Source: an optimization exercise on an open RTL-to-GDS flow (aim: small area, a short achievable clock period and few clock cycles per item). Production flows keep margins and buffers that such runs may drop.
Only simulation tests tie the RTL to the original design; equivalence was not proved.

### flow/config.mk
export PLATFORM = sky130hd
export DESIGN_NAME = HT_TOP
export DESIGN_NICKNAME = HT_TOP
export VERILOG_FILES = /design/flow/design.v
export SDC_FILE = /design/flow/constraint.sdc
export NUM_CORES = 4
export LEC_CHECK = 0
export CAP_MARGIN = 20
export CORE_MARGIN = 2
export CORE_UTILIZATION = 40
export SLEW_MARGIN = 20
### flow/constraint.sdc
create_clock -name core_clock -period 26.0 [get_ports {clk}]
set_input_delay 5.2000 -clock core_clock [delete_from_list [all_inputs] [get_ports {clk}]]
set_output_delay 5.2000 -clock core_clock [all_outputs]
set_load 0.01 [all_outputs]
### flow/design.v
module SORT_IP #(parameter IP_WIDTH = 8) (
    IN_character, IN_weight,
    OUT_character
);
input [IP_WIDTH*4-1:0]  IN_character;
input [IP_WIDTH*5-1:0]  IN_weight;
output reg [IP_WIDTH*4-1:0] OUT_character;
reg [8:0] ch_wei [0:7];
integer i,j,k;
generate
    always @(*) begin
        for (k = IP_WIDTH - 1;k >= 0;k = k - 1 ) begin 
                ch_wei[IP_WIDTH - 1 - k] = {IN_character[4*k+:4],IN_weight[5*k+:5]};
        end
        for (i = 0 ; i < IP_WIDTH - 1 ; i = i + 1 ) begin 
            for (j = i ; j >= 0 ; j = j - 1 ) begin 
                if (ch_wei[j][4:0] < ch_wei[j+1][4:0]) begin
                    {ch_wei[j],ch_wei[j+1]} = {ch_wei[j+1],ch_wei[j]};
                end
            end
        end
    end
endgenerate
always @(*) begin
    case (IP_WIDTH)
        3: OUT_character = {ch_wei[0][8:5],ch_wei[1][8:5],ch_wei[2][8:5]};
        4: OUT_character = {ch_wei[0][8:5],ch_wei[1][8:5],ch_wei[2][8:5],ch_wei[3][8:5]};
        5: OUT_character = {ch_wei[0][8:5],ch_wei[1][8:5],ch_wei[2][8:5],ch_wei[3][8:5],ch_wei[4][8:5]};
        6: OUT_character = {ch_wei[0][8:5],ch_wei[1][8:5],ch_wei[2][8:5],ch_wei[3][8:5],ch_wei[4][8:5],ch_wei[5][8:5]};
        7: OUT_character = {ch_wei[0][8:5],ch_wei[1][8:5],ch_wei[2][8:5],ch_wei[3][8:5],ch_wei[4][8:5],ch_wei[5][8:5],ch_wei[6][8:5]};
        8: OUT_character = {ch_wei[0][8:5],ch_wei[1][8:5],ch_wei[2][8:5],ch_wei[3][8:5],ch_wei[4][8:5],ch_wei[5][8:5],ch_wei[6][8:5],ch_wei[7][8:5]};
        default: OUT_character = 'b0;
    endcase
end
endmodule
module HT_TOP(
    clk,
    rst_n,
    in_valid,
    in_weight,
    out_mode,
    out_valid,
    out_code
);
input clk, rst_n, in_valid, out_mode;
input [2:0] in_weight;
output reg out_valid, out_code;
localparam IDLE = 2'd0, INPUT = 2'd1, MERGE = 2'd2, OUTPUT = 2'd3;
reg [1:0] st;
reg [2:0] cnt;
reg       mode;
reg [5:0] W [0:7];    
reg [2:0] P [0:4];    
reg [7:0] C [0:4];    
integer j, s;
wire        ins  = (st != MERGE);
wire        modx = (st == IDLE) ? out_mode : mode;
wire [5:0]  S    = W[0] + W[1];
reg  [9:0]  keep;      
reg  [9:0]  lt;        
reg  [7:0]  isnew;     
reg  [2:0]  np;        
reg  [5:0]  Wn [0:7];
reg  [5:0]  Wx [0:9];
always @(*) begin
    for (j = 0; j < 8; j = j + 1) Wx[j] = W[j];
    Wx[8] = 6'h3f; Wx[9] = 6'h3f;
    keep[9] = 1'b1; keep[8] = 1'b1;
    for (j = 0; j < 8; j = j + 1)
        keep[j] = (j >= 8 - cnt) && (W[j][2:0] >= in_weight);
    lt[0] = 1'b1; lt[1] = 1'b1; lt[8] = 1'b0; lt[9] = 1'b0;
    for (j = 2; j < 8; j = j + 1)
        lt[j] = W[j] < S;
    np = 3'd0;
    for (j = 0; j < 8; j = j + 1) begin
        if (ins) begin
            isnew[j] = !keep[j] && keep[j+1];
            if (keep[j])       Wn[j] = W[j];
            else if (keep[j+1]) Wn[j] = {3'b000, in_weight};
            else               Wn[j] = Wx[j+1];
        end else begin
            isnew[j] = lt[j+1] && !lt[j+2];
            if (lt[j+2])       Wn[j] = Wx[j+2];
            else if (lt[j+1])  Wn[j] = S;
            else               Wn[j] = Wx[j+1];
        end
        if (isnew[j]) np = np | j[2:0];
    end
end
function [2:0] leaf;    
    input       m;
    input [2:0] k;
    begin
        case ({m, k})
            4'b0_000: leaf = 3'd4;
            4'b0_001: leaf = 3'd5;
            4'b0_010: leaf = 3'd6;
            4'b0_011: leaf = 3'd7;
            4'b0_100: leaf = 3'd3;
            4'b1_000: leaf = 3'd4;
            4'b1_001: leaf = 3'd2;
            4'b1_010: leaf = 3'd5;
            4'b1_011: leaf = 3'd0;
            default:  leaf = 3'd1;
        endcase
    end
endfunction
reg [2:0] Pn [0:4];
always @(*) begin
    for (s = 0; s < 5; s = s + 1) begin
        if (ins) begin
            if (cnt == leaf(modx, s[2:0])) Pn[s] = np;
            else                          Pn[s] = P[s] - {2'b00, !keep[P[s]]};
        end else begin
            if (P[s] <= 3'd1)             Pn[s] = np;
            else                          Pn[s] = P[s] - (lt[P[s]] ? 3'd2 : 3'd1);
        end
    end
end
wire last = (st == MERGE) && (cnt == 3'd5);    
wire rS   = !lt[2];                             
always @(posedge clk or negedge rst_n) begin
    if (!rst_n) begin
        st  <= IDLE;
        cnt <= 3'd0;
    end else begin
        case (st)
            IDLE:   if (in_valid) begin st <= INPUT; cnt <= 3'd1; end
            INPUT:  begin
                        cnt <= cnt + 3'd1;
                        if (cnt == 3'd7) st <= MERGE;
                    end
            MERGE:  begin
                        cnt <= cnt + 3'd1;
                        if (last) st <= OUTPUT;
                    end
            OUTPUT: if (C[0] == 8'd0) begin st <= IDLE; cnt <= 3'd0; end
        endcase
    end
end
always @(posedge clk) begin
    if (st == IDLE) mode <= out_mode;
    for (j = 0; j < 8; j = j + 1) W[j] <= Wn[j];
    for (s = 0; s < 5; s = s + 1) P[s] <= Pn[s];
end
wire c0_one  = (C[0][7:1] == 7'd1);            
wire c0_skip = last && (P[0] == 3'd2) && (C[0] == 8'd1);
always @(posedge clk) begin
    case (st)
        IDLE, INPUT: for (s = 0; s < 5; s = s + 1) C[s] <= 8'd1;
        MERGE: begin
            if (!last) begin
                for (s = 0; s < 5; s = s + 1)
                    if (P[s] <= 3'd1) C[s] <= {C[s][6:0], P[s] == 3'd0};
            end else begin
                for (s = 1; s < 5; s = s + 1)
                    if (P[s] <= 3'd1) C[s] <= {C[s][5:0], P[s] == 3'd0, rS};
                    else              C[s] <= {C[s][6:0], !rS};
                if (P[0] <= 3'd1)  C[0] <= {C[0][6:0], P[0] == 3'd0};
                else if (c0_skip)  C[0] <= {C[0][6:0], !rS};
            end
        end
        OUTPUT: begin
            if (c0_one) begin
                C[0] <= C[1]; C[1] <= C[2]; C[2] <= C[3]; C[3] <= C[4]; C[4] <= 8'd0;
            end else begin
                C[0] <= {1'b0, C[0][7:1]};
            end
        end
    endcase
end
always @(posedge clk or negedge rst_n) begin
    if (!rst_n) begin
        out_valid <= 1'b0;
        out_code  <= 1'b0;
    end else if (last) begin
        out_valid <= !c0_skip;
        out_code  <= !c0_skip && ((P[0] <= 3'd1) ? rS : !rS);
    end else if (st == OUTPUT && C[0] != 8'd0) begin
        out_valid <= 1'b1;
        out_code  <= C[0][0];
    end else begin
        out_valid <= 1'b0;
        out_code  <= 1'b0;
    end
end
endmodule
### flow/run.sh
#!/bin/bash
# synth_recipe.tcl (not shown) runs the flow's synth.tcl, then flattens the netlist and writes it again
# the make line also repeats each setting of config.mk as NAME=value (left out here)
make -C /OpenROAD-flow-scripts/flow DESIGN_CONFIG=/design/flow/config.mk WORK_HOME=/design/flow/orfs CLKGATE_MAP_FILE= SYNTH_SCRIPT=/design/flow/synth_recipe.tcl finish
==> impl_metrics.xml <==
<?xml version="1.0" encoding="UTF-8"?>
<metrics>
  <group name="run_status">
    <metric name="outcome" unit="">complete, no violations</metric>
  </group>
  <group name="clock_network">
    <metric name="max-clock-path-buffers" unit="">2</metric>
    <metric name="cts_buffers" unit="">9</metric>
    <metric name="cts-htree-levels" unit="">3</metric>
    <metric name="cts_root_buffer" unit="">clkbuf_16</metric>
    <metric name="postCtsHoldBufs" unit="">0</metric>
    <metric name="worst_setup_hold_path_clk_slew" unit="ns">0.07</metric>
    <metric name="clock_sink_count" unit="">109</metric>
    <metric name="clock_latency_at_the_later_pin_of_the_worst_skew_pair" unit="ns">0.37</metric>
    <metric name="post_cts_resize_count" unit="">0</metric>
    <metric name="post_cts.repair.setup_buffers" unit="">0</metric>
    <metric name="tritoncts" unit="">yes</metric>
  </group>
  <group name="critical_path">
    <metric name="cp.arrival" unit="ns">9.19</metric>
    <metric name="reg2reg_setup_slack" unit="ns">20.00</metric>
    <metric name="worst_setup_path_end_kind" unit="">flop</metric>
    <metric name="worstPathRequired" unit="ns">26.29</metric>
    <metric name="worst_path_most_repeated_cell" unit="">ha_1</metric>
    <metric name="critical-path-max-stage-delay" unit="ns">1.05</metric>
    <metric name="cell_chain_of_the_critical_path" unit="">clkdlybuf4s50_1 -&gt; ha_1 -&gt; nand2b_1 -&gt; a21o_1 -&gt; a21oi_1 -&gt; nor2_1 -&gt; mux4_2 -&gt; a21oi_1 -&gt; ha_1 -&gt; ha_1 -&gt; or4b_2 -&gt; o211ai_1</metric>
    <metric name="critical_path_buf_inv_count" unit="">1</metric>
    <metric name="crit_family" unit="">buffers and inverters</metric>
    <metric name="critical_path.max_fanout" unit="">16</metric>
    <metric name="worstSetupStartpointType" unit="">input pin</metric>
    <metric name="critical_path_class" unit="">input pin to flop</metric>
    <metric name="cell_with_the_biggest_individual_delay_on_the_critical_path" unit="">clkdlybuf4s50_1</metric>
  </group>
  <group name="min_path">
    <metric name="worstHoldPathType" unit="">flop to flop</metric>
  </group>
  <group name="synthesis">
    <metric name="yosysTopAreaCell" unit="">edfxtp_1</metric>
    <metric name="synth_warnings" unit="">7</metric>
    <metric name="synthArstFlopShare" unit="%">6.42</metric>
    <metric name="synth-seq-cells" unit="">109</metric>
    <metric name="syn_avg_cell_area" unit="um2">8.64</metric>
    <metric name="synth.net_count" unit="">1166</metric>
    <metric name="netlist_top_cells_area" unit="">edfxtp_1 26%, ha_1 11%, nand2_1 5.8%, o21ai_0 4.7%, dfxtp_1 4.3%</metric>
    <metric name="most_used_dff_post_synth" unit="">edfxtp_1</metric>
    <metric name="area_share_of_the_largest_cell_type_after_synthesis" unit="%">26.5</metric>
    <metric name="synth_enable_flop_cells" unit="">82</metric>
    <metric name="sequential_share_of_the_synthesized_area" unit="%">32.7</metric>
    <metric name="syn-instance-count" unit="">1077</metric>
    <metric name="syn-cell-area" unit="um2">9300</metric>
    <metric name="ys_types" unit="">84</metric>
  </group>
  <group name="cells_and_area">
    <metric name="multi_input_comb_area" unit="um2">5830</metric>
    <metric name="layout_cells_sized_above_1" unit="%">6.92</metric>
    <metric name="fillerInstances" unit="">2252</metric>
    <metric name="seq_area" unit="um2">3040</metric>
    <metric name="final_core_util" unit="%">43.3</metric>
    <metric name="nNetsFinal" unit="">1124</metric>
    <metric name="area_growth_syn_to_layout" unit="%">5.78</metric>
    <metric name="antennaDiodeCount" unit="">0</metric>
  </group>
  <group name="sta">
    <metric name="pins_over_slew_limit" unit="">0</metric>
    <metric name="timing.hold.ws" unit="ns">0.540</metric>
    <metric name="fin_crit_sh" unit="%">34.3</metric>
    <metric name="skew" unit="ns">0.0157</metric>
    <metric name="final-setup-viol-count" unit="">0</metric>
    <metric name="final_critical_path_setup_slack" unit="ns">17.09</metric>
    <metric name="finalCriticalPeriod" unit="ns">8.91</metric>
    <metric name="slew_headroom" unit="%">30.1</metric>
    <metric name="max_freq" unit="MHz">112</metric>
    <metric name="finalHoldViolCount" unit="">0</metric>
    <metric name="fin_tns_setup" unit="ns">0</metric>
    <metric name="tightestPinTransition" unit="ns">1.04</metric>
    <metric name="grt_setup_unrepaired" unit="">false</metric>
  </group>
  <group name="detailed_routing">
    <metric name="routed_wire_length_per_instance" unit="um">21.8</metric>
    <metric name="drtIter0Drc" unit="">1008</metric>
    <metric name="drcViolationCount" unit="">0</metric>
    <metric name="vias_per_cell" unit="">6.45</metric>
    <metric name="drt_wl_total" unit="um">28900</metric>
    <metric name="first_pass_detailed_route_iteration_total" unit="">5</metric>
    <metric name="vias" unit="">8549</metric>
    <metric name="antenna_violating_nets_post_route" unit="">0</metric>
  </group>
  <group name="global_routing">
    <metric name="track_usage" unit="%">24.3</metric>
    <metric name="initial_antenna_violation_count" unit="">0</metric>
    <metric name="grt_overflow" unit="">0</metric>
    <metric name="vias_in_the_first_global_route" unit="">7987</metric>
    <metric name="grt_pass1_wl" unit="um">46300</metric>
    <metric name="grt_start_max_net_pins" unit="">70</metric>
  </group>
  <group name="floorplan">
    <metric name="floorplan_die_area" unit="um2">24500</metric>
    <metric name="die_height" unit="um">157</metric>
    <metric name="initial_core_util" unit="%">41.0</metric>
    <metric name="die-width" unit="um">157</metric>
    <metric name="row_count" unit="">55</metric>
    <metric name="floorplan.core_area" unit="um2">22700</metric>
    <metric name="floorplan.io_pins" unit="">9</metric>
  </group>
  <group name="flow_run">
    <metric name="cap_violations" unit="">0</metric>
  </group>
  <group name="placement">
    <metric name="place_worst_setup_slack" unit="ns">16.78</metric>
    <metric name="hpwlAfterDp" unit="um">20200</metric>
    <metric name="gp_congestion" unit="">0.904</metric>
    <metric name="place.port_buffers" unit="">8</metric>
  </group>
</metrics>
layer usage:
layer / track usage, % / routed length, um / up-vias
met5: 0 / 0 / -
met4: 5.90 / 479 / 0
met3: 4.21 / 2470 / 45
met2: 36.9 / 12700 / 392
met1: 35.9 / 13200 / 4129
li1: - / - / 3983
tightest hold or removal path, stage by stage, from the launching register on:
cell     delay, ns
dfxtp_1       0.35
nand2_1       0.07
nand3_1       0.07
synth_stat cells (4+ instances only):
cell type / n
ha_1: 81
a2111oi_0: 7
mux2i_1: 19
o22ai_1: 9
a21o_1: 15
a22oi_1: 5
mux2_2: 5
dfxtp_1: 20
nand4_1: 5
nor2b_1: 4
nor4_1: 6
a221o_1: 22
edfxtp_1: 82
a22o_1: 6
clkbuf_1: 56
or2_2: 7
dfrtp_1: 7
o2111ai_1: 7
a32o_1: 4
xnor2_1: 13
a211oi_1: 9
o211ai_1: 31
and3_1: 6
buf_2: 7
nor2_1: 98
mux4_2: 11
o31ai_1: 10
nor3_1: 15
nand2_1: 144
o21ai_1: 9
buf_1: 8
inv_1: 39
o21ai_0: 88
a2111o_1: 4
a311oi_1: 8
nand3_1: 17
clkinv_1: 5
a31oi_1: 21
or3_1: 7
a21oi_1: 70
o32ai_1: 4
nand2b_1: 25
cells in the final DEF, fill, tap and decap left out, types with 14 or more instances in the layout:
| cell | Yosys | final |
|---|---|---|
| nor2_1 | 98 | 98 |
| o211ai_1 | 31 | 31 |
| a21oi_1 | 70 | 70 |
| inv_1 | 39 | 38 |
| ha_1 | 81 | 80 |
| nor3_1 | 15 | 14 |
| nand2b_1 | 25 | 25 |
| mux2i_1 | 19 | 19 |
| dfxtp_1 | 20 | 20 |
| a221o_1 | 22 | 22 |
| nand3_1 | 17 | 17 |
| edfxtp_1 | 82 | 82 |
| nand2_1 | 144 | 144 |
| o21ai_0 | 88 | 88 |
| a31oi_1 | 21 | 20 |
| a21o_1 | 15 | 15 |
logic make-up after synthesis:
logic type,share of synthesized area [%]
AO/OA/AOI/OAI,27.5
AND/OR/NAND/NOR,16.9
buffers and inverters,4.98
flip-flops,32.7
adder cells (fa/ha/maj),11.1
multiplexers,5.43
XOR/XNOR,1.40
area by class of cell:
class	instances	share of cell area [%]
tap	285	3.62
clock inverter	6	0.534
clock buffer	10	2.33
timing repair buffer	20	1.73
inverter	45	1.72
multi-input combinational	850	59.2
sequential	109	30.9
state kept, by name (all words and copies together) (netlist names):
register,cells
out_code,1
W,46
cnt,3
C,40
out_valid,1
mode,1
P,15
st,2
through the flow:
step / area (um2) / cells
2_1_floorplan: 9300 / 1077
3_3_place_gp: 9560 / 1309
3_5_place_dp: 9560 / 1309
4_1_cts: 9840 / 1325
5_1_grt: 9840 / 1325
6_report: 9840 / 1325
worst paths after layout:
path	from	to	cells after the start
setup / recovery	in_weight[0]	P[0][2]$_DFF_P_	12
hold / removal	W[7][0]$_SDFFE_PP1N_	W[7][0]$_SDFFE_PP1N_	2
setup reg to reg	W[0][2]$_DFFE_PP_	P[1][2]$_DFF_P_	19
hold reg to reg	W[7][0]$_SDFFE_PP1N_	W[7][0]$_SDFFE_PP1N_	2
max in group asynchronous	rst_n	cnt[1]$_DFFE_PN0P_	1
min in group asynchronous	rst_n	out_valid$_DFF_PN0_	1
Testbench counts, summed over its fixed seeds: cycles 77,829, items 2,400.

[afterwards: timing with drivers on the ports]
The results above use ideal ports. As a check the final layout listed here was re-extracted and re-timed, cells and wires unchanged.
Step 1 (the two cells are an assumption about what drives the block):
set clk [get_ports {clk}]
set_driving_cell -lib_cell sky130_fd_sc_hd__clkbuf_16 $clk
set_driving_cell -lib_cell sky130_fd_sc_hd__buf_2 [delete_from_list [all_inputs] $clk]
Step 2 adds t to the input delays and takes it off the output delays; t is the mean of the earliest and latest rising clock arrival at the registers after step 1. Input paths then give back, and output paths get back, about the clock's delay inside the block.
Three values: ideal ports, drivers, drivers and shift; two values: the first two.
t, ns: 0.409
setup WS [ns]: 17.094 / 17.120 / 16.711
pins driven straight from the clock port: 1
After both steps this run still meets setup and hold. The setup slack of this run moves by +0.026 ns with the drivers and by -0.383 ns with both steps.
